This is an optimization exercise on Yosys and OpenROAD, whose aim is small area, not a production implementation.
The RTL was checked by simulation tests, not by an equivalence proof against the original design.
The flow treats the clock pin as an ideal source, which a real chip does not have.
Power figures rest on the tool's default switching activity, not on a simulated workload.

==> flow/design.v <==
module Debounce(
  input clk,
  input rst,
  input [3:0] sw_pin,
  input [2:0] btn_pin,
  output [3:0] aim,    
  output [2:0] btr,    
  output [2:0] btd     
);
  reg [3:0] sws1, swc0, swc1;
  reg [2:0] bts1, btc0, btc1;
  always @(posedge clk) begin
    sws1 <= sw_pin;
    if (rst) begin
      swc0 <= 0; swc1 <= 0;
      bts1 <= 0; btc0 <= 0; btc1 <= 0;
    end else begin
      swc0 <= sws1 & ~swc1;
      swc1 <= sws1 & (swc0 | swc1);
      bts1 <= btn_pin;
      btc0 <= bts1 & ~btc1;
      btc1 <= bts1 & (btc0 | btc1);
    end
  end
  assign aim = swc1 & ~swc0;
  assign btr = btc1 & ~btc0;
  assign btd = bts1 & btc1;
endmodule
module Random_gen(
  input clk,
  input rst,
  input clr_btn,
  input hold,
  output reg [3:0] dec
);
  reg [63:0] ls;
  wire clr = rst | clr_btn;
  wire fb = ~(ls[63] ^ ls[62] ^ ls[60] ^ ls[59]);
  integer j;
  always @(posedge clk) begin
    ls[0] <= ~clr & fb;
    for (j = 1; j < 64; j = j + 1)
      if (j % 2 == 1) ls[j] <= ~(~clr & ls[j-1]);
      else ls[j] <= ~(clr | ls[j-1]);
  end
  wire [3:0] nib = {~ls[3], ls[2], ~ls[1], ls[0]};
  wire nib_ok = (nib != 4'd0) && (nib <= 4'd9);
  always @(posedge clk)
    if (nib_ok && !hold) dec <= nib;
endmodule
module Control(
  input clk,
  input rst,
  input [3:0] aim,
  input rf,             
  input mf,             
  input [3:0] dec,
  output hit_nx,        
  output reg game,
  output [23:0] b,      
  output [18:0] s       
);
  wire r0, r9;
  wire [8:0] q;
  Counter counter_i (.clk(clk), .rst(rst), .q(q), .r0(r0), .r9(r9));
  wire remove;
  Score score_i (.clk(clk), .rst(rst), .rf(rf), .inc(remove), .s(s));
  Hit hit_i (.s(s), .game(game), .q(q), .r9(r9), .rst(rst), .hit_nx(hit_nx));
  reg hit;
  always @(posedge clk) hit <= hit_nx;
  wire seven;
  Board board_i (.clk(clk), .rst(rst), .clrb(rf | ~game), .entry(!rf && hit && game),
                 .fire(!rf && mf && game && r0), .aim(aim), .dec(dec), .b(b), .seven(seven),
                 .remove(remove));
  always @(posedge clk)
    if (rst | rf) game <= 1'b1;
    else if (seven) game <= 1'b0;
endmodule
module Counter(input clk, input rst, output reg [8:0] q, output r0, output r9);
  reg [4:0] r;
  assign r0 = ~r[4] & ~r[0];
  assign r9 = r[4] & ~r[3];
  wire r1 = ~r[1] & r[0];
  wire wrap = rst || (&q[8:4] && q[2] && r1);    
  always @(posedge clk) begin
    if (wrap) r <= 0;
    else r <= {r[3:0], ~r[4]};
    if (wrap) q <= 0;
    else if (r9) q <= q + 9'd1;
  end
endmodule
module Hit(input [18:0] s, input game, input [8:0] q, input r9, input rst, output hit_nx);
  wire [3:0] s1 = s[7:4], s0 = s[3:0];
  wire s_hi = |s[18:8];
  wire s0le5 = ~s0[3] & ~(s0[2] & s0[1]);    
  wire s0z = (s0 == 4'd0);
  wire l0 = (s1 == 4'd0) | (s1 == 4'd1 & s0z);
  wire l1 = (s1 == 4'd1 & ~s0z) | (s1 == 4'd2 & s0le5);
  wire l2 = (s1 == 4'd2 & ~s0le5) | (s1 == 4'd3 & s0le5);
  wire l3 = (s1 == 4'd3 & ~s0le5) | (s1 == 4'd4 & s0le5);
  wire l4 = (s1 == 4'd4 & ~s0le5) | (s1 == 4'd5 & s0z);
  wire low = game & ~s_hi;
  wire m = low & l0 ? (q == 9'd399) :
           low & l1 ? (q == 9'd299) :
           low & l2 ? (q == 9'd199) :
           low & l3 ? (q == 9'd159) :
           low & l4 ? (q == 9'd99) : (&q[8:4] & &q[1:0]);    
  assign hit_nx = ~rst & r9 & m;
endmodule
module Score(input clk, input rst, input rf, input inc, output [18:0] s);
  reg [2:0] s4;
  reg [3:0] s3, s2, s1, s0;
  assign s = {s4, s3, s2, s1, s0};
  wire s_max = s4[2] & s4[1] & s3[2] & s3[0] & s2[2] & s2[0] & s1[1] & s1[0] & s0[2] & s0[0];
  function [3:0] binc(input [3:0] d, input c);   
    binc = {d[3] ^ (c & d[0] & (d[3] | (d[2] & d[1]))),
            d[2] ^ (c & d[1] & d[0]),
            d[1] ^ (c & d[0] & ~d[3]),
            d[0] ^ c};
  endfunction
  wire c1 = inc & s0[3] & s0[0];
  wire c2 = c1 & s1[3] & s1[0];
  wire c3 = c2 & s2[3] & s2[0];
  wire c4 = c3 & s3[3] & s3[0];
  always @(posedge clk)
    if (rst || rf || (inc && s_max)) begin
      s4 <= 0; s3 <= 0; s2 <= 0; s1 <= 0; s0 <= 0;
    end else begin
      s0 <= binc(s0, inc);
      s1 <= binc(s1, c1);
      s2 <= binc(s2, c2);
      s3 <= binc(s3, c3);
      s4 <= s4 + {2'b0, c4};
    end
endmodule
module Board(input clk, input rst, input clrb, input entry, input fire, input [3:0] aim,
             input [3:0] dec, output reg [23:0] b, output reg seven, output remove);
  wire [6:0] nz;
  genvar k;
  generate for (k = 0; k < 6; k = k + 1) begin : g_nz
    assign nz[k] = |b[4*k+3:4*k];
  end endgenerate
  assign nz[6] = seven;
  reg [3:0] lead;
  integer j;
  always @(*) begin
    lead = 4'd0;
    for (j = 0; j < 6; j = j + 1)
      lead = lead | (b[4*j +: 4] & {4{~nz[j+1]}});
  end
  assign remove = fire && (aim == lead);
  reg [23:0] brm;
  always @(*)
    for (j = 0; j < 6; j = j + 1)
      brm[4*j +: 4] = b[4*j +: 4] & {4{~(remove & ~nz[j+1])}};
  always @(posedge clk)
    if (rst || clrb) begin
      b <= 0; seven <= 0;
    end else if (entry) begin
      b <= {brm[19:0], dec}; seven <= nz[5] & ~remove;
    end else
      b <= brm;
endmodule
module ssdisplay(
  input clk,
  input rst,
  input [23:0] b,
  input [18:0] s,
  input [3:0] aim,
  input test,
  input game,
  output [7:0] seg_data_0_pin,
  output [7:0] seg_data_1_pin,
  output [7:0] seg_cs_pin
);
  reg [1:0] p;
  always @(posedge clk)
    if (rst) p <= 0;
    else p <= p + 2'd1;
  function [6:0] seg7(input [3:0] v);
    seg7 = {v[3] | (v[2] & ~v[1]) | (~v[2] & v[1]) | (v[1] & ~v[0]),
            v[3] | (~v[1] & ~v[0]) | (v[2] & ~v[1]) | (v[2] & ~v[0]),
            (~v[2] & ~v[0]) | (v[1] & ~v[0]),
            v[3] | (~v[2] & ~v[0]) | (v[1] & ~v[0]) | (~v[2] & v[1]) | (v[2] & ~v[1] & v[0]),
            v[2] | ~v[1] | v[0],
            ~v[2] | (v[1] & v[0]) | (~v[1] & ~v[0]),
            v[3] | v[1] | (v[2] & v[0]) | (~v[2] & ~v[0])};
  endfunction
  reg [3:0] v1, v2;
  always @(*) begin
    case (p)
      2'd0: v1 = game ? aim : 4'd0;
      2'd1: v1 = 4'd0;
      2'd2: v1 = game ? b[23:20] : 4'd0;
      default: v1 = game ? b[19:16] : {1'b0, s[18:16]};
    endcase
    case (p)
      2'd0: v2 = game ? b[15:12] : s[15:12];
      2'd1: v2 = game ? b[11:8] : s[11:8];
      2'd2: v2 = game ? b[7:4] : s[7:4];
      default: v2 = game ? b[3:0] : s[3:0];
    endcase
  end
  wire blank1 = game & ((v1 == 4'd0) | (v1[3] & (v1[2] | v1[1])));
  wire blank2 = game & (v2 == 4'd0);
  wire sym = game & (p == 2'd1);
  assign seg_data_0_pin = test ? 8'hff : sym ? 8'b01001001 : blank1 ? 8'h00 : {1'b0, seg7(v1)};
  assign seg_data_1_pin = test ? 8'hff : blank2 ? 8'h00 : {1'b0, seg7(v2)};
  wire [3:0] cs = {p == 2'd3, p == 2'd2, p == 2'd1, p == 2'd0};
  assign seg_cs_pin = {cs, cs};
endmodule
module main_wrapper
   (btn_pin,
    rst,
    seg_cs_pin,
    seg_data_0_pin,
    seg_data_1_pin,
    sw_pin,
    sys_clk_in);
  input [4:0]btn_pin;
  input rst;
  output [7:0]seg_cs_pin;
  output [7:0]seg_data_0_pin;
  output [7:0]seg_data_1_pin;
  input [3:0]sw_pin;
  input sys_clk_in;
  wire [3:0] aim;
  wire [2:0] btr, btd;
  wire [3:0] dec;
  wire hit_nx, game;
  wire [23:0] b;
  wire [18:0] s;
  Debounce debounce_i (.clk(sys_clk_in), .rst(rst), .sw_pin(sw_pin), .btn_pin(btn_pin[2:0]),
                       .aim(aim), .btr(btr), .btd(btd));
  Random_gen random_i (.clk(sys_clk_in), .rst(rst), .clr_btn(btd[1]), .hold(hit_nx), .dec(dec));
  Control control_i (.clk(sys_clk_in), .rst(rst), .aim(aim), .rf(btr[1]), .mf(btr[2]),
                     .dec(dec), .hit_nx(hit_nx), .game(game), .b(b), .s(s));
  ssdisplay display_i (.clk(sys_clk_in), .rst(rst), .b(b), .s(s), .aim(aim), .test(btr[0]),
                       .game(game), .seg_data_0_pin(seg_data_0_pin),
                       .seg_data_1_pin(seg_data_1_pin), .seg_cs_pin(seg_cs_pin));
endmodule
==> flow/flow/run.sh <==
#!/bin/bash
# Own layout flow: the standard flow (standard.sh), except that
#  - synthesis maps the logic with area-oriented ABC scripts
#    (flow/area_synth.tcl, flow/area_*.abc) and without Yosys's adder
#    extraction; everything before ABC, so every register and its name, is
#    as in the standard synthesis. Each ABC script is tried in a folder of its
#    own and the smallest netlist is laid out;
#  - the port buffers, and the buffers synthesis puts between two ports
#    driven by one net, are the smallest buffer;
#  - CTS uses small clock buffers and inserts no dummy clock loads; then
#    the leaves that drive many flip-flops get a stronger buffer.
# Each step's full output goes to a log file in the work folder.
set -euo pipefail
WORK=$(pwd)
R=orfs/results/$FLOW_PLATFORM/main_wrapper/base
CTS="-sink_clustering_enable -repair_clock_nets -dont_use_dummy_load -buf_list sky130_fd_sc_hd__clkbuf_4 -sink_clustering_size 10 -sink_clustering_max_diameter 50"
SYN=(ADDER_MAP_FILE= "SYNTH_SCRIPT=$WORK/flow/area_synth.tcl" \
     "MIN_BUF_CELL_AND_PORTS=sky130_fd_sc_hd__buf_1 A X")

# synthesis with each ABC script, in parallel
for a in flow/area_*.abc; do
  n=$(basename $a .abc)
  sed "s|$WORK/orfs|$WORK/syn_$n|g" standard.sh > $WORK/standard_$n.sh
  AREA_ABC_SCRIPT=$WORK/$a bash $WORK/standard_$n.sh synth "${SYN[@]}" \
    > $WORK/1_synth_$n.log 2>&1 &
done
wait
best=""; bestarea=""
for a in flow/area_*.abc; do
  n=$(basename $a .abc)
  f=$WORK/syn_$n/reports/$FLOW_PLATFORM/main_wrapper/base/synth_stat.txt
  [[ -f $f && -f $WORK/syn_$n/results/$FLOW_PLATFORM/main_wrapper/base/1_2_yosys.v ]] || continue
  area=$(grep "Chip area for module" $f | tail -1 | awk '{print $NF}')
  echo "$n $area" >> $WORK/1_synth_areas.txt
  if [[ -z $best ]] || awk -v a=$area -v b=$bestarea 'BEGIN{exit !(a<b)}'; then
    best=$n; bestarea=$area
  fi
done
echo "best $best $bestarea" >> $WORK/1_synth_areas.txt

# the best synthesis becomes the standard folder's; the rest are removed
rm -rf $WORK/orfs
mv $WORK/syn_$best $WORK/orfs
rm -rf $WORK/syn_*

LAYOUT=("${SYN[@]}" "BUFFER_PORTS_ARGS=-buffer_cell sky130_fd_sc_hd__buf_1" "CTS_ARGS=$CTS")
AREA_ABC_SCRIPT=$WORK/flow/$best.abc bash standard.sh cts "${LAYOUT[@]}" > $WORK/2_layout_to_cts.log 2>&1

# stronger buffers for the clock tree's heavily loaded leaves (flow/clk_leaf.tcl)
LEAF_LIB=$FLOW_HOME/platforms/$FLOW_PLATFORM/lib/sky130_fd_sc_hd__tt_025C_1v80.lib \
LEAF_RC=$FLOW_HOME/platforms/$FLOW_PLATFORM/setRC.tcl \
LEAF_DB=$WORK/$R/4_cts.odb LEAF_SDC=$WORK/$R/4_cts.sdc \
LEAF_BIG=sky130_fd_sc_hd__clkbuf_8 LEAF_MAX_SINKS=10 LEAF_MAX_SLEW_PS=95 \
  openroad -no_init -exit $WORK/flow/clk_leaf.tcl > $WORK/3_clk_leaf.log 2>&1

AREA_ABC_SCRIPT=$WORK/flow/$best.abc bash standard.sh finish "${LAYOUT[@]}" > $WORK/4_layout_finish.log 2>&1
==> flow/flow/area_f1.abc <==
strash
&get -n
&fraig -x
&put
scorr
dc2
strash
&get -n
&deepsyn -T 30
&put
strash
&get -n
&dch -f
&nf -R 1000
&put
==> flow/flow/area_k1.abc <==
strash
&get -n
&fraig -x
&put
scorr
dc2
strash
&get -n
&deepsyn -T 30
&put
strash
&get -n
&dch -f
&nf -R 1000
&put
strash
&get -n
&dch -f
&nf -R 1000
&put
==> flow/flow/area_k2.abc <==
strash
&get -n
&fraig -x
&put
scorr
dc2
strash
&get -n
&deepsyn -T 30
&put
strash
dc2
&get -n
&dch -f
&nf -R 1000
&put
==> flow/flow/area_k3.abc <==
strash
&get -n
&fraig -x
&put
scorr
dc2
strash
&get -n
&syn2
&deepsyn -T 30
&put
strash
&get -n
&dch -f
&nf -R 1000
&put
==> flow/flow/area_synth.tcl <==
# The standard flow's synthesis script (synth_recipe.tcl) with one change: ABC maps the
# logic with flow/area.abc, an area-oriented script, instead of ORFS's speed
# script. Everything before ABC, and so every register and its name, is the
# same as in the standard synthesis.
proc synth {args} { yosys synth -nofsm -noshare {*}$args }
proc abc {args} {
  set i [lsearch -exact $args -script]
  if { $i >= 0 } { lset args [expr {$i + 1}] $::env(AREA_ABC_SCRIPT) }
  yosys abc {*}$args
}
source $::env(SCRIPTS_DIR)/synth.tcl
# left out here: clear keep_hierarchy, flatten, clean up, hide names made inside functions, write 1_2_yosys.v
==> flow/flow/clk_leaf.tcl <==
# After CTS: a clock buffer that drives many flip-flops, or whose flip-flops'
# estimated clock slew is high, gets a stronger buffer, so that every
# flip-flop's clock slew stays well under the limit; then the placement is
# legalized again.
read_liberty $::env(LEAF_LIB)
read_db $::env(LEAF_DB)
read_sdc $::env(LEAF_SDC)
source $::env(LEAF_RC)
estimate_parasitics -placement
set big [get_lib_cells */$::env(LEAF_BIG)]
set regclk [dict create]
foreach pin [all_registers -clock_pins -edge_triggered] { dict set regclk [get_full_name $pin] 1 }
set n 0
foreach net [get_nets clknet_*] {
  set sinks 0
  set slew 0
  foreach pin [get_pins -of_objects $net -filter "direction == input"] {
    if {[dict exists $regclk [get_full_name $pin]]} {
      incr sinks
      foreach edge {rise fall} {
        set s [expr {1e12 * [sta::time_ui_sta [get_property $pin slew_max_$edge]]}]
        set slew [expr {max($slew, $s)}]
      }
    }
  }
  if {$sinks == 0} { continue }
  set up [expr {$sinks >= $::env(LEAF_MAX_SINKS) || $slew > $::env(LEAF_MAX_SLEW_PS)}]
  foreach drv [get_pins -of_objects $net -filter "direction == output"] {
    set inst [get_cells -of_objects $drv]
    puts "leaf [get_full_name $net] sinks $sinks est. slew [format %.1f $slew] ps: [get_full_name $inst] [get_property $inst ref_name][expr {$up ? " -> $::env(LEAF_BIG)" : ""}]"
    if {$up} { replace_cell $inst $big; incr n }
  }
}
puts "upsized $n clock buffers"
detailed_placement
check_placement -verbose
write_db $::env(LEAF_DB)
==> flow/standard.sh <==
#!/bin/bash
# synth_recipe.tcl (not shown) runs the flow's synth.tcl, then flattens the netlist and writes it again
# the make line also repeats each setting of config.mk as NAME=value (left out here)
make -C /OpenROAD-flow-scripts/flow DESIGN_CONFIG=/design/flow/config.mk WORK_HOME=/design/flow/orfs CLKGATE_MAP_FILE= SYNTH_SCRIPT=/design/flow/synth_recipe.tcl "${@:-finish}"
==> flow/config.mk <==
export PLATFORM = sky130hd
export DESIGN_NAME = main_wrapper
export DESIGN_NICKNAME = main_wrapper
export VERILOG_FILES = /design/flow/design.v
export SDC_FILE = /design/flow/constraint.sdc
export NUM_CORES = 4
export LEC_CHECK = 0
export CAP_MARGIN = 20
export CORE_MARGIN = 2
export CORE_UTILIZATION = 40
export SLEW_MARGIN = 20
==> flow/constraint.sdc <==
create_clock -name core_clock -period 60.0 [get_ports {sys_clk_in}]
set_input_delay 12.0000 -clock core_clock [delete_from_list [all_inputs] [get_ports {sys_clk_in}]]
set_output_delay 12.0000 -clock core_clock [all_outputs]
set_load 0.01 [all_outputs]
==> reports/qor.yml, run 1 <==
clk_pin_slew_ps: 90
cts_setup_buffers: 0
drt-met1-wl_mm: 5.38
yosys.area_share.simple_pct: 20.4
grt_pass1_vias: 3767
start_util_pct: 41.2
antenna_found_initial: 0
nFillCells: 1276
dr_wl_met3_um: 557
ant_nets: 0
synth_compound_area_share_pct: 17.8
drt_pass1_iterations: 5
fin_nets: 613
post_cts_resized: 0
wl_mm: 11.0
post-route-period-util_pct: 26.0
ctsHtreeMaxLevel: 4
coreArea_um2: 12700
regArea_um2: 3060
synth_top_family_by_area: "simple AND/OR/NAND/NOR gates"
outcome: "timing/DRC/antenna clean"
die-area_um2: 14000
path_max_fanout: 11
leakagePower_nw: 2.13
synth_seq_cells: 151
syn_nets: 563
drcViolationCount: 0
async_flop_share_pct: 0
clk_path_buf_depth: 2
routabilityCongestion: 0.886
ioPinCount: 35
criticalPathCategory: "reg2out"
ir_drop_uv: 21.6
vias: 4047
cp-end-kind: "primary output"
cts_buffers: 17
post_drt_wl_per_cell_um: 14.3
top_layer: "met4"
routed_via_density: 5.24
finalPower_w: 0.000157
multiInputGateArea_um2: 2110
synth_cells: 552
worstHoldPathType: "reg2reg"
holdPathStages: 1
syn-cell-area_um2: 5250
cts_hold_buf: 0
fin_setup_tns_ps: 0
yosysWarnings: 7
rsz0062_at_grt: "no"
cp.arrival_ps: 3600
synth_fa_ha_area_share_pct: 0
p_per_area_nw_per_um2: 27.2
layout-drive-gt1-share_pct: 4.00
maxCapViolCount: 0
max_freq_mhz: 64.1
fin_ws_ps: 44400
startpoint_type: "flip-flop"
grt_remaining_overflow: 0
maxSlewHeadroom_pct: 33.5
dominantRegCellSynth: "dfxtp_1"
crit_required_ps: 48000
ys_seq_area_share_pct: 58.4
grt.total_usage_pct: 16.5
dpl.hpwl_mm: 7.67
place_ws_ps: 45010
grt_max_degree: 34
cts.sinks: 151
tightestPinTransition_ps: 989
diodes: 0
met2_length_mm: 4.90
drv_slew: 0
synth_xor_area_share_pct: 1.50
cts_root_buffer: "clkbuf_4"
setup_viol: 0
r2r_cells: 15
syn_to_final_growth_pct: 10.1
die_height_um: 119
cts_tree: "built"
synth_mux_area_share_pct: 0.215
grt_first_pass_wirelength_mm: 18.6
finClkSkew_ps: 29.8
synth_edf_count: 4
fin_crit_ps: 15600
finalHoldViolCount: 0
drtIter0Drc: 248
synth.distinct_cells: 43
die_w_um: 119
avgSynthCellArea_um2: 9.50
clock_latency_ps: 530
portBuffers: 32
num_rows: 41
-- worst max-delay path: stages (launching register included) --
cell	delay, ps
dfxtp_1	500
or2_0	350
clkinv_1	400
nand2_1	160
a21oi_1	70
o21ai_0	230
a31oi_1	240
a21oi_1	270
a21oi_1	130
a21oi_1	180
a21boi_0	170
a22oi_1	230
buf_1	170
-- cells by family after synthesis --
group                     after synthesis
DFF                                   151
buffers and inverters                  23
AOI/OAI and AO/OA                     141
xor gates and xnor gates                9
muxes                                   1
and+or+nand+nor                       227
-- power by group --
group / internal [W] / switching (W) / leakage, nW
clock network: 0.0000178 / 0.0000283 / 0.0963
logic: 0.00000261 / 0.00000585 / 0.804
registers: 0.000102 / 0.000000699 / 1.23
-- synth_stat cells, drive strengths merged, types with 8 or more instances --
master | instances | area share [%]
clkinv | 17 | 1.2
nand2b | 15 | 1.8
o21ai | 21 | 2.0
dfxtp | 147 | 56
nor4 | 9 | 1.1
and3 | 14 | 1.7
nor3 | 21 | 2.0
a22o | 24 | 4.0
nor2 | 78 | 5.6
nand2 | 55 | 3.9
nor2b | 10 | 1.2
a222oi | 8 | 1.5
a21oi | 51 | 4.9
a22oi | 10 | 1.4
-- layout make-up --
cell class / instances / share of cell area, %
Sequential cell: 151 / 53.0
Timing Repair Buffer: 37 / 2.73
Inverter: 17 / 1.10
Multi-Input combinational cell: 378 / 36.5
Tap cell: 172 / 3.73
Clock buffer: 17 / 2.97
-- layout by cell type, fill, tap and decap left out, drive strengths merged, types with 5 or more instances in the layout --
cell type | Yosys | layout
xnor2 | 6 | 6
nor3b | 5 | 5
a22o | 24 | 24
dfxtp | 147 | 147
a211oi | 5 | 5
clkbuf | 0 | 17
nor2b | 10 | 10
nor2 | 78 | 78
a222oi | 8 | 8
nor3 | 21 | 21
nand3 | 6 | 6
a21oi | 51 | 51
nand2 | 55 | 55
nand2b | 15 | 15
a311oi | 6 | 6
o21ai | 21 | 21
and3 | 14 | 14
buf | 6 | 37
clkinv | 17 | 17
a22oi | 10 | 10
nor4 | 9 | 9
-- stage by stage --
step,util [%],area (um2),hold slack (ps),instances
floorplan,-,5250,343,552
global placement,44.1,5610,346,755
detailed placement,44.1,5610,349,755
CTS,45.1,5730,343,772
global route,45.4,5780,357,772
finish,45.4,5780,350,772
-- layer usage --
layer	up-vias	global-route usage, %
li1	2074	-
met1	1859	21.8
met5	-	0
met4	0	5.95
met2	100	25.3
met3	14	5.12
-- flip-flops by register name, summed over array words and instances, names as in the netlist --
signal / flops
debounce_i.btc1: 3
debounce_i.swc1: 4
control_i.score_i.s3: 4
debounce_i.sws1: 4
debounce_i.bts1: 3
control_i.score_i.s2: 4
control_i.score_i.s4: 3
control_i.board_i.seven: 1
control_i.counter_i.r: 5
random_i.ls: 64
debounce_i.swc0: 4
control_i.score_i.s1: 4
control_i.board_i.b: 24
control_i.hit: 1
debounce_i.btc0: 3
control_i.counter_i.q: 9
control_i.score_i.s0: 4
control_i.game: 1
display_i.p: 2
random_i.dec: 4
-- final timing paths --
kind / slack (ps) / start / end
max: 44400 / display_i.p[0]$_SDFF_PP0_ / seg_data_0_pin[1]
min: 350 / random_i.ls[50]$_DFF_P_ / random_i.ls[51]$_DFF_P_
max reg2reg: 55430 / control_i.board_i.b[5]$_SDFF_PP0_ / control_i.score_i.s4[2]$_SDFF_PP0_
min reg2reg: 350 / random_i.ls[50]$_DFF_P_ / random_i.ls[51]$_DFF_P_
==> run 2, diff against run 1 <==
--- a/flow/design.v
+++ b/flow/design.v
@@ -70,5 +70,5 @@
   always @(posedge clk) hit <= hit_nx;
   wire seven;
-  Board board_i (.clk(clk), .rst(rst), .clrb(rf | ~game), .entry(!rf && hit && game),
+  Board board_i (.clk(clk), .rst(rst), .clrb(rf), .entry(!rf && hit && game), .s(s),
                  .fire(!rf && mf && game && r0), .aim(aim), .dec(dec), .b(b), .seven(seven),
                  .remove(remove));
@@ -134,5 +134,6 @@
     end
 endmodule
-module Board(input clk, input rst, input clrb, input entry, input fire, input [3:0] aim,
+module Board(input clk, input rst, input clrb, input entry, input [18:0] s, input fire,
+             input [3:0] aim,
              input [3:0] dec, output reg [23:0] b, output reg seven, output remove);
   wire [6:0] nz;
@@ -157,4 +158,6 @@
     if (rst || clrb) begin
       b <= 0; seven <= 0;
+    end else if (seven) begin
+      b <= {5'd0, s}; seven <= 0;
     end else if (entry) begin
       b <= {brm[19:0], dec}; seven <= nz[5] & ~remove;
@@ -165,5 +168,5 @@
   input clk,
   input rst,
-  input [23:0] b,
+  input [23:0] b,      
   input [18:0] s,
   input [3:0] aim,
@@ -192,12 +195,12 @@
       2'd0: v1 = game ? aim : 4'd0;
       2'd1: v1 = 4'd0;
-      2'd2: v1 = game ? b[23:20] : 4'd0;
-      default: v1 = game ? b[19:16] : {1'b0, s[18:16]};
+      2'd2: v1 = b[23:20];
+      default: v1 = b[19:16];
     endcase
     case (p)
-      2'd0: v2 = game ? b[15:12] : s[15:12];
-      2'd1: v2 = game ? b[11:8] : s[11:8];
-      2'd2: v2 = game ? b[7:4] : s[7:4];
-      default: v2 = game ? b[3:0] : s[3:0];
+      2'd0: v2 = b[15:12];
+      2'd1: v2 = b[11:8];
+      2'd2: v2 = b[7:4];
+      default: v2 = b[3:0];
     endcase
   end
--- a/flow/config.mk
+++ b/flow/config.mk
@@ -8,4 +8,5 @@
 export CAP_MARGIN = 20
 export CORE_MARGIN = 2
-export CORE_UTILIZATION = 40
+export CORE_UTILIZATION = 60
+export PLACE_DENSITY = 0.85
 export SLEW_MARGIN = 20
==> run 2 against run 1 <==
Net effect: sequential cell count unchanged; setup slack better by 250 ps; total power down 0.53%; worst hold slack better by 6.5 ps; critical path depth down 1; design area down 1.9%; synthesized cell count down 0.36%; count of clock-buffer cells in the layout unchanged; clock skew down 0.89 ps; register-to-register slack better by 380 ps; critical endpoint is now seg_data_0_pin[3].
==> reports/qor.yml, run 2 <==
die_w_um: 97.3  # was 119 um
final_cells: 705  # was 772
path_cells: "nor2b_1 > a221oi_1 > nor2_1 > o221ai_1 > a21oi_1 > o21ai_0 > a21oi_1 > a221oi_1 > a21oi_1 > o21ai_0 > buf_1"  # was or2_0 > clkinv_1 > nand2_1 > a21oi_1 > o21ai_0 > a31oi_1 > a21oi_1 > a21oi_1 > a21oi_1 > a21boi_0 > a22oi_1 > buf_1
ctsHtreeMaxLevel: 4  # unchanged
drv_slew: 0  # unchanged
ys_seq_area_share_pct: 58.7  # was 58.4%
clk_path_buf_depth: 2  # unchanged
top_register: "random_i.ls"  # unchanged
post-route-period-util_pct: 25.6  # was 26.0%
place_ws_ps: 45260  # was 45010 ps
synth.most_common_cell: "dfxtp_1"  # unchanged
dp.cells: 688  # was 755
layout-drive-gt1-share_pct: 3.85  # was 4.00%
clock_latency_ps: 530  # about the same
grt_remaining_overflow: 0  # unchanged
antenna_found_initial: 0  # unchanged
yosysTopAreaCellShare_pct: 56.4  # was 56.1%
fin_setup_tns_ps: 0  # unchanged
drcViolationCount: 0  # unchanged
portBuffers: 32  # unchanged
clk_pin_slew_ps: 90  # about the same
reg2reg_slack_ps: 55810  # was 55430 ps
cpMostUsedCell: "a21oi_1"  # unchanged
post_cts_resized: 0  # unchanged
synth.distinct_cells: 36  # was 43
crit_family: "compound AO/OA/AOI/OAI gates"  # unchanged
ir_drop_uv: 26.5  # was 21.6 uV
path_buf_inv: 1  # was 2
avgSynthCellArea_um2: 9.49  # was 9.50 um2
drtIter0Drc: 496  # was 248
multiInputGateArea_um2: 2020  # was 2110 um2
yosys-top-cells-area: "dfxtp_1 56%, nor2_1 6.0%, a222oi_1 5.4%, nand2_1 4.5%, a21oi_1 3.4%"  # was dfxtp_1 56%, nor2_1 5.6%, a21oi_1 4.9%, a22o_1 4.0%, nand2_1 3.9%
dpl.hpwl_mm: 7.57  # was 7.67 mm
start_util_pct: 60.7  # was 41.2%
async_flop_share_pct: 0  # unchanged
synth_edf_count: 4  # unchanged
leakagePower_nw: 2.11  # was 2.13 nW
die_height_um: 97.3  # was 119 um
grt_first_pass_wirelength_mm: 18.8  # was 18.6 mm
outcome: "timing/DRC/antenna clean"  # unchanged
cts_root_buffer: "clkbuf_4"  # unchanged
finalHoldViolCount: 0  # unchanged
cts_hold_buf: 0  # unchanged
cts.sinks: 151  # unchanged
grt_max_degree: 34  # unchanged
worstHoldPathType: "reg2reg"  # unchanged
largest_reg_flops: 64  # unchanged
syn_nets: 561  # was 563
maxSlewHeadroom_pct: 25.1  # was 33.5%
max_freq_mhz: 65.1  # was 64.1 MHz
vias: 4226  # was 4047
crit_required_ps: 48000  # about the same
cp-end-kind: "primary output"  # unchanged
cp_slowest_cell: "nor2b_1"  # was dfxtp_1
nFillCells: 699  # was 1276
place_area_um2: 5490  # was 5610 um2
wl_mm: 10.9  # was 11.0 mm
routed_via_density: 5.99  # was 5.24
final_common_cell: "dfxtp_1"  # unchanged
synth_cells: 550  # was 552
syn-cell-area_um2: 5220  # was 5250 um2
fin_ws_ps: 44650  # was 44400 ps
cp.arrival_ps: 3350  # was 3600 ps
slowest_delay_ps: 670  # was 500 ps
cts_buffers: 17  # unchanged
cts_tree: "built"  # unchanged
finClkSkew_ps: 28.9  # was 29.8 ps
routabilityCongestion: 0.907  # was 0.886
yosysWarnings: 7  # unchanged
layout_common_cells: "147 x dfxtp_1, 84 x nor2_1, 63 x nand2_1"  # was 147 x dfxtp_1, 78 x nor2_1, 55 x nand2_1
criticalPathCategory: "reg2out"  # unchanged
fin_nets: 610  # was 613
num_rows: 34  # was 41
fin_crit_ps: 15350  # was 15600 ps
tightestPinTransition_ps: 1110  # was 989 ps
die-area_um2: 9460  # was 14000 um2
yosysTopAreaCell: "dfxtp_1"  # unchanged
grt.total_usage_pct: 24.3  # was 16.5%
diodes: 0  # unchanged
synth_seq_cells: 151  # unchanged
regArea_um2: 3060  # unchanged
rsz0062_at_grt: "no"  # unchanged
drt_pass1_iterations: 8  # was 5
grt_pass1_vias: 4068  # was 3767
synth_common_cells: "147 x dfxtp_1, 84 x nor2_1, 63 x nand2_1"  # was 147 x dfxtp_1, 78 x nor2_1, 55 x nand2_1
fin_area_um2: 5670  # was 5780 um2
p_per_area_nw_per_um2: 27.6  # was 27.2 nW/um2
ant_nets: 0  # unchanged
maxCapViolCount: 0  # unchanged
syn_to_final_growth_pct: 8.66  # was 10.1%
post_drt_wl_per_cell_um: 15.4  # was 14.3 um
coreArea_um2: 8590  # was 12700 um2
setup_viol: 0  # unchanged
startpoint_type: "flip-flop"  # unchanged
cts_setup_buffers: 0  # unchanged
whs_ps: 357  # was 350 ps
ioPinCount: 35  # unchanged
largestRegisters: "random_i.ls: 64 flops, control_i.board_i.b: 24 flops, control_i.counter_i.q: 9 flops"  # unchanged
dominantRegCellSynth: "dfxtp_1"  # unchanged
path_max_fanout: 10  # was 11
[run 2: area by class of cell]
type / count / area share (%)
Inverter: 32 / 2.12
Clock buffer: 17 / 3.13
Tap cell: 108 / 2.38
Sequential cell: 151 / 54.0
Timing Repair Buffer: 36 / 2.65
Multi-Input combinational cell: 361 / 35.7
[run 2: path summary, 6_finish.rpt]
path,endpoint,startpoint,depth (start not counted)
setup / recovery,seg_data_0_pin[3],display_i.p[1]$_SDFF_PP0_,11
hold / removal,random_i.ls[11]$_DFF_P_,random_i.ls[10]$_DFF_P_,1
setup reg to reg,control_i.score_i.s4[2]$_SDFF_PP0_,control_i.board_i.b[21]$_SDFF_PP0_,16
hold reg to reg,random_i.ls[11]$_DFF_P_,random_i.ls[10]$_DFF_P_,1
[run 2: per-stage QoR]
| step | util (%) | total power [W] |
|---|---|---|
| after floorplan | - | 0.000109 |
| after global placement | 63.9 | 0.000111 |
| after detailed placement | 63.9 | 0.000111 |
| after CTS | 65.4 | 0.000151 |
| after global routing | 66.0 | 0.000162 |
| final | 66.0 | 0.000156 |
[run 2: where the power goes]
| group | internal, W | total (W) | switching [W] |
|---|---|---|---|
| clock network | 0.0000185 | 0.0000472 | 0.0000288 |
| logic | 0.00000198 | 0.00000648 | 0.00000451 |
| registers | 0.000102 | 0.000103 | 0.000000649 |
[run 2: cells by family after synthesis]
logic type,count (synthesis),synth area share (%)
AOI/OAI and AO/OA,113,15.8
xor gates and xnor gates,12,2.01
buffers and inverters,38,2.73
DFF,151,58.7
and+or+nand+nor,236,20.7
[run 2: per-layer routing]
metal | part of all wire (%) | up-vias | track usage, %
met2 | 49 | 156 | 41.5
li1 | - | 2067 | -
met1 | 42 | 1975 | 29.6
met5 | 0 | - | 0
met3 | 6.0 | 28 | 5.61
met4 | 2.2 | 0 | 10.3
[run 2: worst reg2reg max path, stage by stage (launching register included)]
cell,delay (ps)
dfxtp_1,350
nor4_1,960
a222oi_1,170
nand2_1,180
xnor2_1,80
nor2_1,80
nand4_1,120
nor2_1,130
buf_4,220
and2_0,210
and3_1,330
and3_1,370
and3_1,360
and3_1,240
nand2_1,90
xor2_1,140
nor2_1,50
==> run 3, diff against run 2 <==
--- a/flow/config.mk
+++ b/flow/config.mk
@@ -8,5 +8,5 @@
 export CAP_MARGIN = 20
 export CORE_MARGIN = 2
-export CORE_UTILIZATION = 60
-export PLACE_DENSITY = 0.85
+export CORE_UTILIZATION = 40
+export PLACE_DENSITY = 0.8
 export SLEW_MARGIN = 20
==> run 3 against run 2 <==
Net effect: count of clock-buffer cells in the layout unchanged; non-clock buffer count is 1 higher; die area rose by 48%; worst hold slack got worse by 7.7 ps; setup slack lost 66 ps; global-route usage down 7.9 points; largest cell class unchanged; highest routed layer unchanged.
==> reports/qor.yml, run 3 <==
async_flop_share_pct: 0  # unchanged
maxCapViolCount: 0  # unchanged
synth_common_cells: "147 x dfxtp_1, 84 x nor2_1, 63 x nand2_1"  # unchanged
path_max_fanout: 10  # unchanged
cts.sinks: 151  # unchanged
finClkSkew_ps: 29.4  # was 28.9 ps
cts_setup_buffers: 0  # unchanged
synth_top_family_by_area: "simple AND/OR/NAND/NOR gates"  # unchanged
grt_remaining_overflow: 0  # unchanged
largestRegisters: "random_i.ls: 64 flops, control_i.board_i.b: 24 flops, control_i.counter_i.q: 9 flops"  # unchanged
synth_compound_area_share_pct: 15.8  # unchanged
cts_buffers: 17  # unchanged
syn_nets: 561  # unchanged
die-area_um2: 14000  # was 9460 um2
place_area_um2: 5590  # was 5490 um2
worstHoldPathType: "reg2reg"  # unchanged
ctsHtreeMaxLevel: 4  # unchanged
coreArea_um2: 12700  # was 8590 um2
synth_xor_area_share_pct: 2.01  # unchanged
grt.total_usage_pct: 16.4  # was 24.3%
post_drt_wl_per_cell_um: 14.4  # was 15.4 um
synth.distinct_cells: 36  # unchanged
drcViolationCount: 0  # unchanged
outcome: "timing/DRC/antenna clean"  # unchanged
dpl.hpwl_mm: 7.70  # was 7.57 mm
drt_pass1_iterations: 10  # was 8
crit_required_ps: 48000  # about the same
place_ws_ps: 45220  # was 45260 ps
ir_drop_uv: 30.9  # was 26.5 uV
antenna_found_initial: 0  # unchanged
fin_ws_ps: 44580  # was 44650 ps
fin_area_um2: 5770  # was 5670 um2
synth_fa_ha_area_share_pct: 0  # unchanged
cp-end-kind: "primary output"  # unchanged
ioPinCount: 35  # unchanged
yosysTopAreaCell: "dfxtp_1"  # unchanged
cts_tree: "built"  # unchanged
yosysTopAreaCellShare_pct: 56.4  # unchanged
layout_common_cells: "147 x dfxtp_1, 84 x nor2_1, 63 x nand2_1"  # unchanged
p_per_area_nw_per_um2: 27.1  # was 27.6 nW/um2
rsz0062_at_grt: "no"  # unchanged
synth_seq_cells: 151  # unchanged
finalHoldViolCount: 0  # unchanged
routabilityCongestion: 0.884  # was 0.907
routed_via_density: 5.52  # was 5.99
post_cts_resized: 0  # unchanged
clock_latency_ps: 530  # about the same
yosysWarnings: 7  # unchanged
clk_pin_slew_ps: 80  # was 90 ps
post-route-period-util_pct: 25.7  # was 25.6%
maxSlewHeadroom_pct: 32.9  # was 25.1%
synth.most_common_cell: "dfxtp_1"  # unchanged
cp.arrival_ps: 3420  # was 3350 ps
drv_slew: 0  # unchanged
synth_mux_area_share_pct: 0  # unchanged
wl_mm: 11.1  # was 10.9 mm
max_freq_mhz: 64.9  # was 65.1 MHz
tightestPinTransition_ps: 997  # was 1110 ps
synth_edf_count: 4  # unchanged
cts_root_buffer: "clkbuf_4"  # unchanged
avgSynthCellArea_um2: 9.49  # unchanged
yosys.area_share.simple_pct: 20.7  # unchanged
grt_max_degree: 34  # unchanged
ant_nets: 0  # unchanged
yosys-top-cells-area: "dfxtp_1 56%, nor2_1 6.0%, a222oi_1 5.4%, nand2_1 4.5%, a21oi_1 3.4%"  # unchanged
leakagePower_nw: 2.12  # was 2.11 nW
criticalPathCategory: "reg2out"  # unchanged
startpoint_type: "flip-flop"  # unchanged
fin_crit_ps: 15420  # was 15350 ps
die_height_um: 118  # was 97.3 um
fin_setup_tns_ps: 0  # unchanged
diodes: 0  # unchanged
fin_nets: 611  # was 610
layout-drive-gt1-share_pct: 4.35  # was 3.85%
vias: 4250  # was 4226
syn-cell-area_um2: 5220  # unchanged
grt_pass1_vias: 4192  # was 4068
ys_seq_area_share_pct: 58.7  # unchanged
top_register: "random_i.ls"  # unchanged
largest_reg_flops: 64  # unchanged
drtIter0Drc: 432  # was 496
setup_viol: 0  # unchanged
die_w_um: 118  # was 97.3 um
clk_path_buf_depth: 2  # unchanged
cts_hold_buf: 0  # unchanged
grt_first_pass_wirelength_mm: 19.0  # was 18.8 mm
final_common_cell: "dfxtp_1"  # unchanged
nFillCells: 1234  # was 699
portBuffers: 32  # unchanged
syn_to_final_growth_pct: 10.6  # was 8.66%
synth_cells: 550  # unchanged
start_util_pct: 41.2  # was 60.7%
num_rows: 41  # was 34
dominantRegCellSynth: "dfxtp_1"  # unchanged
final_util_pct: 45.5  # was 66.0%
run 3: cell count changes in the layout (fill, tap and decap cells not counted):
| cell | before | now |
|---|---|---|
| buf_4 | 4 | 5 |
| nor4_1 | 10 | 8 |
| nor4_2 | 0 | 2 |
run 3: critical path, cell delays in order, from the launching register on:
cell	delay, ps
dfxtp_1	330
nor2_1	570
nand2_1	150
o21ai_0	440
nand2_1	150
o221ai_1	190
a21oi_1	90
o21ai_0	180
a21oi_1	130
a221oi_1	300
a21oi_1	100
o21ai_0	100
buf_1	170
run 3: routing by layer:
| layer | routed length [um] | global-route usage (%) |
|---|---|---|
| met2 | 5250 | 26.7 |
| met1 | 4870 | 20.5 |
| met5 | 0 | 0 |
| met4 | 233 | 6.78 |
| met3 | 735 | 4.34 |
run 3: where the power goes:
part,switching (W),leakage (nW),internal [W]
combinational,0.00000456,0.789,0.00000198
sequential,0.000000648,1.23,0.000102
clock,0.0000285,0.0989,0.0000185
run 3: path summary, 6_finish.rpt:
kind | slack [ps] | depth (start not counted) | from | end
min | 350 | 1 | random_i.ls[34]$_DFF_P_ | random_i.ls[35]$_DFF_P_
max | 44580 | 12 | display_i.p[1]$_SDFF_PP0_ | seg_data_0_pin[3]
max reg2reg | 55860 | 15 | control_i.board_i.b[16]$_SDFF_PP0_ | control_i.score_i.s4[2]$_SDFF_PP0_
min reg2reg | 350 | 1 | random_i.ls[34]$_DFF_P_ | random_i.ls[35]$_DFF_P_
run 3: cell type report:
| type | instances | area [um2] | area share (%) |
|---|---|---|---|
| Timing Repair Buffer | 37 | 158 | 2.73 |
| Inverter | 32 | 120 | 2.08 |
| Multi-Input combinational cell | 361 | 2040 | 35.3 |
| Clock buffer | 17 | 178 | 3.08 |
| Tap cell | 172 | 215 | 3.73 |
| Sequential cell | 151 | 3060 | 53.1 |
run 3: cells by family (layout without fill, tap and decap cells):
| family | count (synthesis) | after routing |
|---|---|---|
| buf+inv | 38 | 86 |
| compound gates | 113 | 113 |
| xor+xnor | 12 | 12 |
| simple gates | 236 | 236 |
| flops | 151 | 151 |
run 3: metrics by stage:
step / hold WS [ps] / instances / total power, W
3_5_place_dp: 347 / 753 / 0.000111
3_3_place_gp: 345 / 753 / 0.000111
2_1_floorplan: 343 / 550 / 0.000109
5_1_grt: 370 / 770 / 0.000163
4_1_cts: 347 / 770 / 0.000151
6_report: 349 / 770 / 0.000156
==> run 4, diff against run 3 <==
--- a/flow/config.mk
+++ b/flow/config.mk
@@ -9,4 +9,3 @@
 export CORE_MARGIN = 2
 export CORE_UTILIZATION = 40
-export PLACE_DENSITY = 0.8
 export SLEW_MARGIN = 20
==> run 4 against run 3 <==
Net effect: still clean on timing, DRC and antenna; worst hold slack better by 3.0 ps; utilization is 0.11 points lower; design area is 0.24% lower; largest power group unchanged; global-route usage is 0.49 points lower; sequential power hardly changed; combinational power is 2% lower.
==> reports/qor.yml, run 4 <==
maxCapViolCount: 0  # unchanged
finalPower_w: 0.000157  # was 0.000156 W
die_w_um: 118  # unchanged
async_flop_share_pct: 0  # unchanged
finClkSkew_ps: 30.3  # was 29.4 ps
coreArea_um2: 12700  # unchanged
post_cts_resized: 0  # unchanged
yosys-top-cells-area: "dfxtp_1 56%, nor2_1 6.0%, a222oi_1 5.4%, nand2_1 4.5%, a21oi_1 3.4%"  # unchanged
vias: 4119  # was 4250
cp-end-kind: "primary output"  # unchanged
synth_common_cells: "147 x dfxtp_1, 84 x nor2_1, 63 x nand2_1"  # unchanged
leakagePower_nw: 2.12  # about the same
post-route-period-util_pct: 25.7  # about the same
layout-drive-gt1-share_pct: 3.85  # was 4.35%
yosysTopAreaCell: "dfxtp_1"  # unchanged
layout_common_cells: "147 x dfxtp_1, 84 x nor2_1, 63 x nand2_1"  # unchanged
ioPinCount: 35  # unchanged
synth.most_common_cell: "dfxtp_1"  # unchanged
largestRegisters: "random_i.ls: 64 flops, control_i.board_i.b: 24 flops, control_i.counter_i.q: 9 flops"  # unchanged
crit_required_ps: 48000  # about the same
dpl.hpwl_mm: 7.37  # was 7.70 mm
top_register: "random_i.ls"  # unchanged
drv_slew: 0  # unchanged
syn_nets: 561  # unchanged
diodes: 0  # unchanged
ir_drop_uv: 21.1  # was 30.9 uV
rsz0062_at_grt: "no"  # unchanged
synth_seq_cells: 151  # unchanged
wl_mm: 10.7  # was 11.1 mm
synth_edf_count: 4  # unchanged
num_rows: 41  # unchanged
antenna_found_initial: 0  # unchanged
cts.sinks: 151  # unchanged
ys_seq_area_share_pct: 58.7  # unchanged
largest_reg_flops: 64  # unchanged
drtIter0Drc: 362  # was 432
yosysTopAreaCellShare_pct: 56.4  # unchanged
grt.total_usage_pct: 15.9  # was 16.4%
fin_setup_tns_ps: 0  # unchanged
routabilityCongestion: 0.919  # was 0.884
place_area_um2: 5570  # was 5590 um2
fin_area_um2: 5760  # was 5770 um2
outcome: "timing/DRC/antenna clean"  # unchanged
fin_crit_ps: 15400  # was 15420 ps
final_cells: 769  # was 770
finalHoldViolCount: 0  # unchanged
grt_remaining_overflow: 0  # unchanged
post_drt_wl_per_cell_um: 13.9  # was 14.4 um
final_common_cell: "dfxtp_1"  # unchanged
start_util_pct: 41.2  # unchanged
ctsHtreeMaxLevel: 4  # unchanged
dominantRegCellSynth: "dfxtp_1"  # unchanged
clk_path_buf_depth: 2  # unchanged
clk_pin_slew_ps: 90  # was 80 ps
drt_pass1_iterations: 6  # was 10
clock_latency_ps: 560  # was 530 ps
max_freq_mhz: 64.9  # about the same
multiInputGateArea_um2: 2020  # was 2040 um2
reg2reg_slack_ps: 55870  # was 55860 ps
cts_hold_buf: 0  # unchanged
syn-cell-area_um2: 5220  # unchanged
cts_setup_buffers: 0  # unchanged
syn_to_final_growth_pct: 10.3  # was 10.6%
synth.distinct_cells: 36  # unchanged
cts_tree: "built"  # unchanged
ant_nets: 0  # unchanged
tightestPinTransition_ps: 995  # was 997 ps
synth_cells: 550  # unchanged
regArea_um2: 3060  # unchanged
cts_root_buffer: "clkbuf_4"  # unchanged
cp.arrival_ps: 3400  # was 3420 ps
cts_buffers: 17  # unchanged
criticalPathCategory: "reg2out"  # unchanged
avgSynthCellArea_um2: 9.49  # unchanged
nFillCells: 1240  # was 1234
grt_first_pass_wirelength_mm: 17.8  # was 19.0 mm
worstHoldPathType: "reg2reg"  # unchanged
routed_via_density: 5.36  # was 5.52
fin_nets: 610  # was 611
portBuffers: 32  # unchanged
whs_ps: 352  # was 349 ps
die_height_um: 118  # unchanged
startpoint_type: "flip-flop"  # unchanged
grt_max_degree: 34  # unchanged
dp.cells: 752  # was 753
yosysWarnings: 7  # unchanged
grt_pass1_vias: 3843  # was 4192
path_max_fanout: 10  # unchanged
drcViolationCount: 0  # unchanged
die-area_um2: 14000  # unchanged
maxSlewHeadroom_pct: 33.0  # was 32.9%
setup_viol: 0  # unchanged
p_per_area_nw_per_um2: 27.2  # was 27.1 nW/um2
[run 4: cell counts after synthesis]
Identical to the previous run, type by type.
[run 4: per-stage QoR]
stage                     setup WS, ps  util, %
after global routing             44180     45.4
after CTS                        44690     45.0
after floorplan                  45430        -
after global placement           45400     44.0
final                            44600     45.4
after detailed placement         45290     44.0
[run 4: report_power, final]
part / leakage [nW] / switching (W) / internal [W] / total (W)
combinational: 0.782 / 0.00000442 / 0.00000198 / 0.00000639
clock: 0.102 / 0.0000288 / 0.0000192 / 0.0000479
sequential: 1.23 / 0.000000625 / 0.000102 / 0.000103
[run 4: logic make-up (layout without fill, tap and decap cells)]
family	after synthesis	after routing	share of synthesized area, %
and+or+nand+nor	236	236	20.7
DFF	151	151	58.7
AOI/OAI and AO/OA	113	113	15.8
buffers and inverters	38	85	2.73
xor gates and xnor gates	12	12	2.01
[run 4: worst max-delay path: stages (launching register included)]
cell	delay (ps)
dfxtp_1	340
nor2_1	550
nand2_1	150
o21ai_0	460
nand2_1	160
o221ai_1	190
a21oi_1	80
o21ai_0	170
a21oi_1	110
a221oi_1	280
a21oi_1	100
o21ai_0	90
buf_1	170
[run 4: final timing paths]
kind | from | endpoint | cells after the start
setup reg to reg | control_i.board_i.b[5]$_SDFF_PP0_ | control_i.score_i.s4[2]$_SDFF_PP0_ | 16
setup / recovery | display_i.p[0]$_SDFF_PP0_ | seg_data_0_pin[3] | 12
hold reg to reg | random_i.ls[4]$_DFF_P_ | random_i.ls[5]$_DFF_P_ | 1
hold / removal | random_i.ls[4]$_DFF_P_ | random_i.ls[5]$_DFF_P_ | 1
[run 4: final cells by class]
cell class                 instances  share of cell area (%)
timing repair buffer              36                    2.61
clock buffer                      17                    3.20
sequential                       151                    53.2
inverter                          32                    2.09
tap                              172                    3.74
multi-input combinational        361                    35.2
[run 4: layer usage]
metal  up-vias  track usage, %  wire [um]
li1       2057               -          -
met1      1921            20.3       5040
met2       123            24.5       4840
met3        18            4.97        647
met4         0            7.53        157
met5         -               0          0
==> run 5, diff against run 4 <==
==> flow/flow/area_m3.abc (new file) <==
strash
&get -n
&fraig -x
&put
scorr
dc2
strash
&get -n
&deepsyn -T 30
&put
strash
&get -n
&dch -f
&nf -R 1000 -E 100
&put
==> flow/flow/area_m4.abc (new file) <==
strash
&get -n
&fraig -x
&put
scorr
dc2
strash
&get -n
&deepsyn -T 30
&put
strash
&get -n
&dch -f
&nf -R 1000
&put
strash
&get -n
&dch -f
&nf -R 1000
&put
strash
&get -n
&dch -f
&nf -R 1000
&put
--- a/flow/config.mk
+++ b/flow/config.mk
@@ -8,4 +8,5 @@
 export CAP_MARGIN = 20
 export CORE_MARGIN = 2
-export CORE_UTILIZATION = 40
+export CORE_UTILIZATION = 60
+export PLACE_DENSITY = 0.85
 export SLEW_MARGIN = 20
==> run 5 against run 4 <==
Net effect: non-clock buffer count grew 1; clock skew grew 0.91 ps; largest cell class unchanged; design area is 1.5% lower; combinational power up 0.6%; setup slack worse by 110 ps; highest routed layer unchanged; worst hold slack gained 6.5 ps; via count grew 2.5%; die area is 32% lower; first-iteration DRC count is 27% higher; wire length rose by 2.1%; clock power decreased by 3%; largest power group unchanged.
==> reports/qor.yml, run 5 <==
syn-cell-area_um2: 5210  # was 5220 um2
cts_buffers: 17  # unchanged
fin_setup_tns_ps: 0  # unchanged
diodes: 0  # unchanged
ant_nets: 0  # unchanged
ctsHtreeMaxLevel: 4  # unchanged
drt_pass1_iterations: 8  # was 6
avgSynthCellArea_um2: 9.49  # about the same
largestRegisters: "random_i.ls: 64 flops, control_i.board_i.b: 24 flops, control_i.counter_i.q: 9 flops"  # unchanged
yosysWarnings: 7  # unchanged
cts_tree: "built"  # unchanged
maxSlewHeadroom_pct: 25.2  # was 33.0%
synth_xor_area_share_pct: 2.18  # was 2.01%
synth_seq_cells: 151  # unchanged
whs_ps: 359  # was 352 ps
clock_latency_ps: 530  # was 560 ps
tightestPinTransition_ps: 1110  # was 995 ps
async_flop_share_pct: 0  # unchanged
startpoint_type: "flip-flop"  # unchanged
grt_remaining_overflow: 0  # unchanged
dominantRegCellSynth: "dfxtp_1"  # unchanged
max_freq_mhz: 64.5  # was 64.9 MHz
drcViolationCount: 0  # unchanged
grt_pass1_vias: 4008  # was 3843
antenna_found_initial: 0  # unchanged
layout_common_cells: "147 x dfxtp_1, 88 x nor2_1, 63 x nand2_1"  # was 147 x dfxtp_1, 84 x nor2_1, 63 x nand2_1
cp.arrival_ps: 3510  # was 3400 ps
reg2reg_slack_ps: 55820  # was 55870 ps
crit_required_ps: 48000  # about the same
dp.cells: 688  # was 752
clk_path_buf_depth: 2  # unchanged
synth_mux_area_share_pct: 0.192  # was 0%
maxCapViolCount: 0  # unchanged
final_cells: 705  # was 769
synth_cells: 549  # was 550
synth_edf_count: 4  # unchanged
outcome: "timing/DRC/antenna clean"  # unchanged
grt_first_pass_wirelength_mm: 18.6  # was 17.8 mm
routabilityCongestion: 0.965  # was 0.919
wl_mm: 10.9  # was 10.7 mm
die_w_um: 97.2  # was 118 um
syn_nets: 560  # was 561
p_per_area_nw_per_um2: 27.4  # was 27.2 nW/um2
post-route-period-util_pct: 25.8  # was 25.7%
synth.distinct_cells: 39  # was 36
num_rows: 34  # was 41
layout-drive-gt1-share_pct: 4.19  # was 3.85%
drv_slew: 0  # unchanged
finalHoldViolCount: 0  # unchanged
cts_hold_buf: 0  # unchanged
cts.sinks: 151  # unchanged
ioPinCount: 35  # unchanged
post_cts_resized: 0  # unchanged
die-area_um2: 9450  # was 14000 um2
routed_via_density: 5.99  # was 5.36
vias: 4221  # was 4119
synth_compound_area_share_pct: 15.5  # was 15.8%
yosysTopAreaCell: "dfxtp_1"  # unchanged
synth_top_family_by_area: "simple AND/OR/NAND/NOR gates"  # unchanged
fin_crit_ps: 15510  # was 15400 ps
die_height_um: 97.2  # was 118 um
largest_reg_flops: 64  # unchanged
coreArea_um2: 8550  # was 12700 um2
rsz0062_at_grt: "no"  # unchanged
yosys.area_share.simple_pct: 20.7  # about the same
path_max_fanout: 11  # was 10
clk_pin_slew_ps: 80  # was 90 ps
criticalPathCategory: "reg2out"  # unchanged
leakagePower_nw: 2.12  # about the same
top_register: "random_i.ls"  # unchanged
synth.most_common_cell: "dfxtp_1"  # unchanged
dpl.hpwl_mm: 7.56  # was 7.37 mm
post_drt_wl_per_cell_um: 15.5  # was 13.9 um
cts_root_buffer: "clkbuf_4"  # unchanged
start_util_pct: 61.0  # was 41.2%
synth_fa_ha_area_share_pct: 0  # unchanged
ir_drop_uv: 19.5  # was 21.1 uV
ys_seq_area_share_pct: 58.8  # was 58.7%
grt_max_degree: 34  # unchanged
yosysTopAreaCellShare_pct: 56.5  # was 56.4%
fin_nets: 610  # unchanged
finClkSkew_ps: 31.3  # was 30.3 ps
grt.total_usage_pct: 24.1  # was 15.9%
drtIter0Drc: 461  # was 362
setup_viol: 0  # unchanged
yosys-top-cells-area: "dfxtp_1 56%, nor2_1 6.3%, a222oi_1 5.8%, nand2_1 4.5%, a21oi_1 3.3%"  # was dfxtp_1 56%, nor2_1 6.0%, a222oi_1 5.4%, nand2_1 4.5%, a21oi_1 3.4%
final_common_cell: "dfxtp_1"  # unchanged
portBuffers: 32  # unchanged
finalPower_w: 0.000156  # was 0.000157 W
worstHoldPathType: "reg2reg"  # unchanged
cp-end-kind: "primary output"  # unchanged
cts_setup_buffers: 0  # unchanged
syn_to_final_growth_pct: 8.79  # was 10.3%
synth_common_cells: "147 x dfxtp_1, 88 x nor2_1, 63 x nand2_1"  # was 147 x dfxtp_1, 84 x nor2_1, 63 x nand2_1
==> run 5: final cells by class <==
type,count,area [um2]
tap,108,135
inverter,30,113
clock buffer,17,171
multi-input combinational,362,2030
sequential,151,3060
fill,694,2880
timing repair buffer,37,158
==> run 5: metal layers <==
layer / up-vias / GRT usage (%) / share of wire [%]
li1: 2058 / - / -
met1: 1969 / 30.2 / 42
met2: 174 / 40.7 / 49
met3: 20 / 6.62 / 6.9
met4: 0 / 7.80 / 1.7
met5: - / 0 / 0
==> run 5: cell families after synthesis <==
| group | count (synthesis) |
|---|---|
| buf+inv | 36 |
| mux | 1 |
| compound gates | 110 |
| flops | 151 |
| simple gates | 238 |
| xor+xnor | 13 |
==> run 5: worst paths after layout <==
| kind | end | from | depth (start not counted) |
|---|---|---|---|
| worst max-delay path | seg_data_0_pin[0] | display_i.p[1]$_SDFF_PP0_ | 12 |
| worst min-delay path | random_i.ls[58]$_DFF_P_ | random_i.ls[57]$_DFF_P_ | 1 |
| worst max register to register | control_i.score_i.s4[1]$_SDFF_PP0_ | control_i.board_i.b[9]$_SDFF_PP0_ | 14 |
| worst min register to register | random_i.ls[58]$_DFF_P_ | random_i.ls[57]$_DFF_P_ | 1 |
==> run 5: critical path, cell delays in order (launching register included) <==
cell	delay (ps)
dfxtp_1	360
nor2b_1	720
a22oi_1	200
o21a_1	210
nand2_1	140
nor2_1	60
or3_1	350
o21bai_1	180
a21oi_1	250
nor2_1	100
a21oi_1	160
o21ai_0	100
buf_1	150
==> run 5: metrics by stage <==
step / setup slack, ps / util (%) / cell area (um2)
6_report: 44490 / 66.3 / 5670
5_1_grt: 44090 / 66.3 / 5670
4_1_cts: 44600 / 65.7 / 5620
3_5_place_dp: 45140 / 64.2 / 5490
3_3_place_gp: 45210 / 64.2 / 5490
2_1_floorplan: 45460 / - / 5210
==> run 5: report_power, final <==
group          internal [W]   total [W]  switching (W)
clock network     0.0000178   0.0000466      0.0000288
registers          0.000102    0.000103    0.000000666
logic            0.00000200  0.00000643     0.00000444
==> run 6, diff against run 5 <==
--- a/flow/flow/run.sh
+++ b/flow/flow/run.sh
@@ -14,5 +14,5 @@
 WORK=$(pwd)
 R=orfs/results/$FLOW_PLATFORM/main_wrapper/base
-CTS="-sink_clustering_enable -repair_clock_nets -dont_use_dummy_load -buf_list sky130_fd_sc_hd__clkbuf_4 -sink_clustering_size 10 -sink_clustering_max_diameter 50"
+CTS="-sink_clustering_enable -repair_clock_nets -dont_use_dummy_load -buf_list sky130_fd_sc_hd__clkbuf_4 -sink_clustering_size 10 -sink_clustering_max_diameter 50 -sink_buffer_max_cap_derate 0.05"
 SYN=(ADDER_MAP_FILE= "SYNTH_SCRIPT=$WORK/flow/area_synth.tcl" \
      "MIN_BUF_CELL_AND_PORTS=sky130_fd_sc_hd__buf_1 A X")
==> run 6 against run 5 <==
Net effect: still clean; utilization is 0.31 points lower; critical path depth up 1; first-iteration DRC count is 16% lower; die area rose by 0.63%; synthesized area rose by 0.65%; final cell count up 0.28%; wire length is 2.3% lower; sequential power hardly changed; combinational power fell by 2%; maximum frequency increased by 0.15%; total power about the same; critical endpoint is now seg_data_0_pin[3]; largest cell class unchanged; largest power group unchanged.
==> reports/qor.yml, run 6 <==
outcome: "timing/DRC/antenna clean"  # unchanged
portBuffers: 32  # unchanged
diodes: 0  # unchanged
synth_top_family_by_area: "simple AND/OR/NAND/NOR gates"  # unchanged
dpl.hpwl_mm: 7.43  # was 7.56 mm
cts_setup_buffers: 0  # unchanged
synth_edf_count: 4  # unchanged
cts_root_buffer: "clkbuf_4"  # unchanged
grt_first_pass_wirelength_mm: 18.3  # was 18.6 mm
fin_setup_tns_ps: 0  # unchanged
worstHoldPathType: "reg2reg"  # unchanged
drt_pass1_iterations: 8  # unchanged
grt_remaining_overflow: 0  # unchanged
grt.total_usage_pct: 23.6  # was 24.1%
clock_latency_ps: 540  # was 530 ps
cts_buffers: 17  # unchanged
drcViolationCount: 0  # unchanged
synth_common_cells: "147 x dfxtp_1, 95 x nor2_1, 59 x nand2_1"  # was 147 x dfxtp_1, 88 x nor2_1, 63 x nand2_1
final_util_pct: 66.0  # was 66.3%
reg2reg_slack_ps: 55930  # was 55820 ps
path_cells: "nor2b_1 > a22oi_1 > clkinv_1 > a31oi_1 > nand2_1 > o221ai_1 > nor2_1 > o21ai_0 > a21oi_1 > nor2_1 > a21oi_1 > o21ai_0 > buf_1"  # was nor2b_1 > a22oi_1 > o21a_1 > nand2_1 > nor2_1 > or3_1 > o21bai_1 > a21oi_1 > nor2_1 > a21oi_1 > o21ai_0 > buf_1
yosysTopAreaCell: "dfxtp_1"  # unchanged
criticalPathCategory: "reg2out"  # unchanged
final_common_cell: "dfxtp_1"  # unchanged
synth_seq_cells: 151  # unchanged
cts.sinks: 151  # unchanged
cts_hold_buf: 0  # unchanged
die-area_um2: 9510  # was 9450 um2
yosys.area_share.simple_pct: 21.2  # was 20.7%
clk_pin_slew_ps: 100  # was 80 ps
layout-drive-gt1-share_pct: 3.51  # was 4.19%
routed_via_density: 6.01  # was 5.99
synth.distinct_cells: 41  # was 39
tightestPinTransition_ps: 914  # was 1110 ps
finalHoldViolCount: 0  # unchanged
die_w_um: 97.5  # was 97.2 um
startpoint_type: "flip-flop"  # unchanged
maxCapViolCount: 0  # unchanged
nFillCells: 680  # was 694
synth.most_common_cell: "dfxtp_1"  # unchanged
vias: 4249  # was 4221
leakagePower_nw: 2.10  # was 2.12 nW
ys_seq_area_share_pct: 58.4  # was 58.8%
layout_common_cells: "147 x dfxtp_1, 94 x nor2_1, 59 x nand2_1"  # was 147 x dfxtp_1, 88 x nor2_1, 63 x nand2_1
routabilityCongestion: 0.924  # was 0.965
finClkSkew_ps: 35.9  # was 31.3 ps
largest_reg_flops: 64  # unchanged
async_flop_share_pct: 0  # unchanged
drtIter0Drc: 389  # was 461
largestRegisters: "random_i.ls: 64 flops, control_i.board_i.b: 24 flops, control_i.counter_i.q: 9 flops"  # unchanged
grt_pass1_vias: 4082  # was 4008
clk_path_buf_depth: 2  # unchanged
fin_nets: 612  # was 610
synth_compound_area_share_pct: 15.9  # was 15.5%
finalPower_w: 0.000156  # about the same
fin_crit_ps: 15490  # was 15510 ps
yosysTopAreaCellShare_pct: 56.1  # was 56.5%
syn_nets: 565  # was 560
post-route-period-util_pct: 25.8  # about the same
cp_slowest_cell: "nor2b_1"  # unchanged
slowest_delay_ps: 670  # was 720 ps
antenna_found_initial: 0  # unchanged
ctsHtreeMaxLevel: 4  # unchanged
crit_required_ps: 48000  # about the same
maxSlewHeadroom_pct: 39.1  # was 25.2%
wl_mm: 10.7  # was 10.9 mm
dominantRegCellSynth: "dfxtp_1"  # unchanged
synth_xor_area_share_pct: 1.84  # was 2.18%
syn-cell-area_um2: 5250  # was 5210 um2
avgSynthCellArea_um2: 9.47  # was 9.49 um2
synth_fa_ha_area_share_pct: 0  # unchanged
rsz0062_at_grt: "no"  # unchanged
ioPinCount: 35  # unchanged
post_cts_resized: 0  # unchanged
cp-end-kind: "primary output"  # unchanged
cts_tree: "built"  # unchanged
fin_area_um2: 5670  # about the same
ant_nets: 0  # unchanged
synth_mux_area_share_pct: 0  # was 0.192%
yosysWarnings: 7  # unchanged
syn_to_final_growth_pct: 8.11  # was 8.79%
setup_viol: 0  # unchanged
top_register: "random_i.ls"  # unchanged
post_drt_wl_per_cell_um: 15.1  # was 15.5 um
grt_max_degree: 34  # unchanged
place_area_um2: 5500  # was 5490 um2
yosys-top-cells-area: "dfxtp_1 56%, nor2_1 6.8%, a222oi_1 4.8%, nand2_1 4.2%, a21oi_1 2.4%"  # was dfxtp_1 56%, nor2_1 6.3%, a222oi_1 5.8%, nand2_1 4.5%, a21oi_1 3.3%
num_rows: 34  # unchanged
ir_drop_uv: 24.1  # was 19.5 uV
drv_slew: 0  # unchanged
synth_cells: 554  # was 549
max_freq_mhz: 64.6  # was 64.5 MHz
path_max_fanout: 11  # unchanged
start_util_pct: 61.1  # was 61.0%
p_per_area_nw_per_um2: 27.4  # about the same
cp.arrival_ps: 3490  # was 3510 ps
coreArea_um2: 8590  # was 8550 um2
die_height_um: 97.5  # was 97.2 um
## run 6: cell count changes in the layout (fill, tap and decap cells not counted), moves of 4 or more
cell	before	now
nand2_1	63	59
a222oi_1	30	25
nor2_1	88	94
a22oi_1	3	11
a21oi_1	33	24
and2_0	4	9
## run 6: critical path, delay by kind of cell, from the launching register on
kind / cells / cell delay (ps)
AOI/OAI and AO/OA: 7 / 1210
and+or+nand+nor: 4 / 1140
DFF: 1 / 370
buffers and inverters: 2 / 230
## run 6: logic make-up after synthesis
logic type	count (synthesis)
simple gates	243
flops	151
buf+inv	38
compound gates	111
xor+xnor	11
## run 6: power by group
part / total, W / internal, W / switching (W)
registers: 0.000103 / 0.000102 / 0.000000678
clock network: 0.0000468 / 0.0000178 / 0.0000290
logic: 0.00000631 / 0.00000183 / 0.00000448
total: 0.000156 / 0.000122 / 0.0000341
## run 6: worst paths after layout
path	startpoint	end	cells after the start
max	display_i.p[1]$_SDFF_PP0_	seg_data_0_pin[3]	13
min	random_i.ls[54]$_DFF_P_	random_i.ls[55]$_DFF_P_	1
max reg2reg	control_i.board_i.b[21]$_SDFF_PP0_	control_i.score_i.s4[2]$_SDFF_PP0_	13
min reg2reg	random_i.ls[54]$_DFF_P_	random_i.ls[55]$_DFF_P_	1
## run 6: final cells by class
type,count,area (um2),share of cell area (%)
clock buffer,17,171,3.02
inverter,32,120,2.12
multi-input combinational,365,2050,36.1
sequential,151,3060,54.0
tap,108,135,2.38
timing repair buffer,34,135,2.38
## run 6: stage by stage
stage	setup WS (ps)	instances	hold slack (ps)
2_1_floorplan	45650	554	343
3_3_place_gp	45530	690	346
3_5_place_dp	45280	690	350
4_1_cts	44710	707	338
5_1_grt	44230	707	383
6_report	44510	707	353
## run 6: layer usage
metal	vias to the layer above	share of wire (%)	global-route usage, %	wire [um]
met5	-	0	0	0
met3	20	6.0	6.76	639
met1	1987	44	29.1	4660
met2	174	49	38.5	5190
li1	2068	-	-	-
met4	0	1.5	10.7	158

-- re-timing with driven ports --
The results above use ideal ports. As a check the final layouts listed here were re-extracted and re-timed, cells and wires unchanged. Step 1: set_driving_cell puts a clkbuf_16 on sys_clk_in and a buf_2 on each other input, an assumption about the parent block. Step 2 moves the port delays by t, midway between the first and last clock arrival at a register: inputs arrive t later, outputs are due t later. That takes back most of the time a late clock gives input paths. Slacks: ideal ports / drivers / drivers and shift; pairs: ideal ports / drivers.
run	shift t [ns]	slack for setup (ns)	worst setup path after step 2	worst register clock-pin slew, ns	pins driven straight from the clock port
run 1	0.552	44.398 / 44.365 / 44.918	register to output	0.10 / 0.10	1
run 2	0.547	44.648 / 44.621 / 45.168	register to output	0.09 / 0.09	1
run 3	0.549	44.582 / 44.551 / 45.100	register to output	0.09 / 0.09	1
run 4	0.574	44.598 / 44.567 / 45.140	register to output	0.09 / 0.09	1
run 5	0.540	44.490 / 44.463 / 45.003	register to output	0.09 / 0.09	1
run 6	0.553	44.513 / 44.481 / 45.034	register to output	0.11 / 0.11	1
After both steps setup and hold are still met in every run listed.
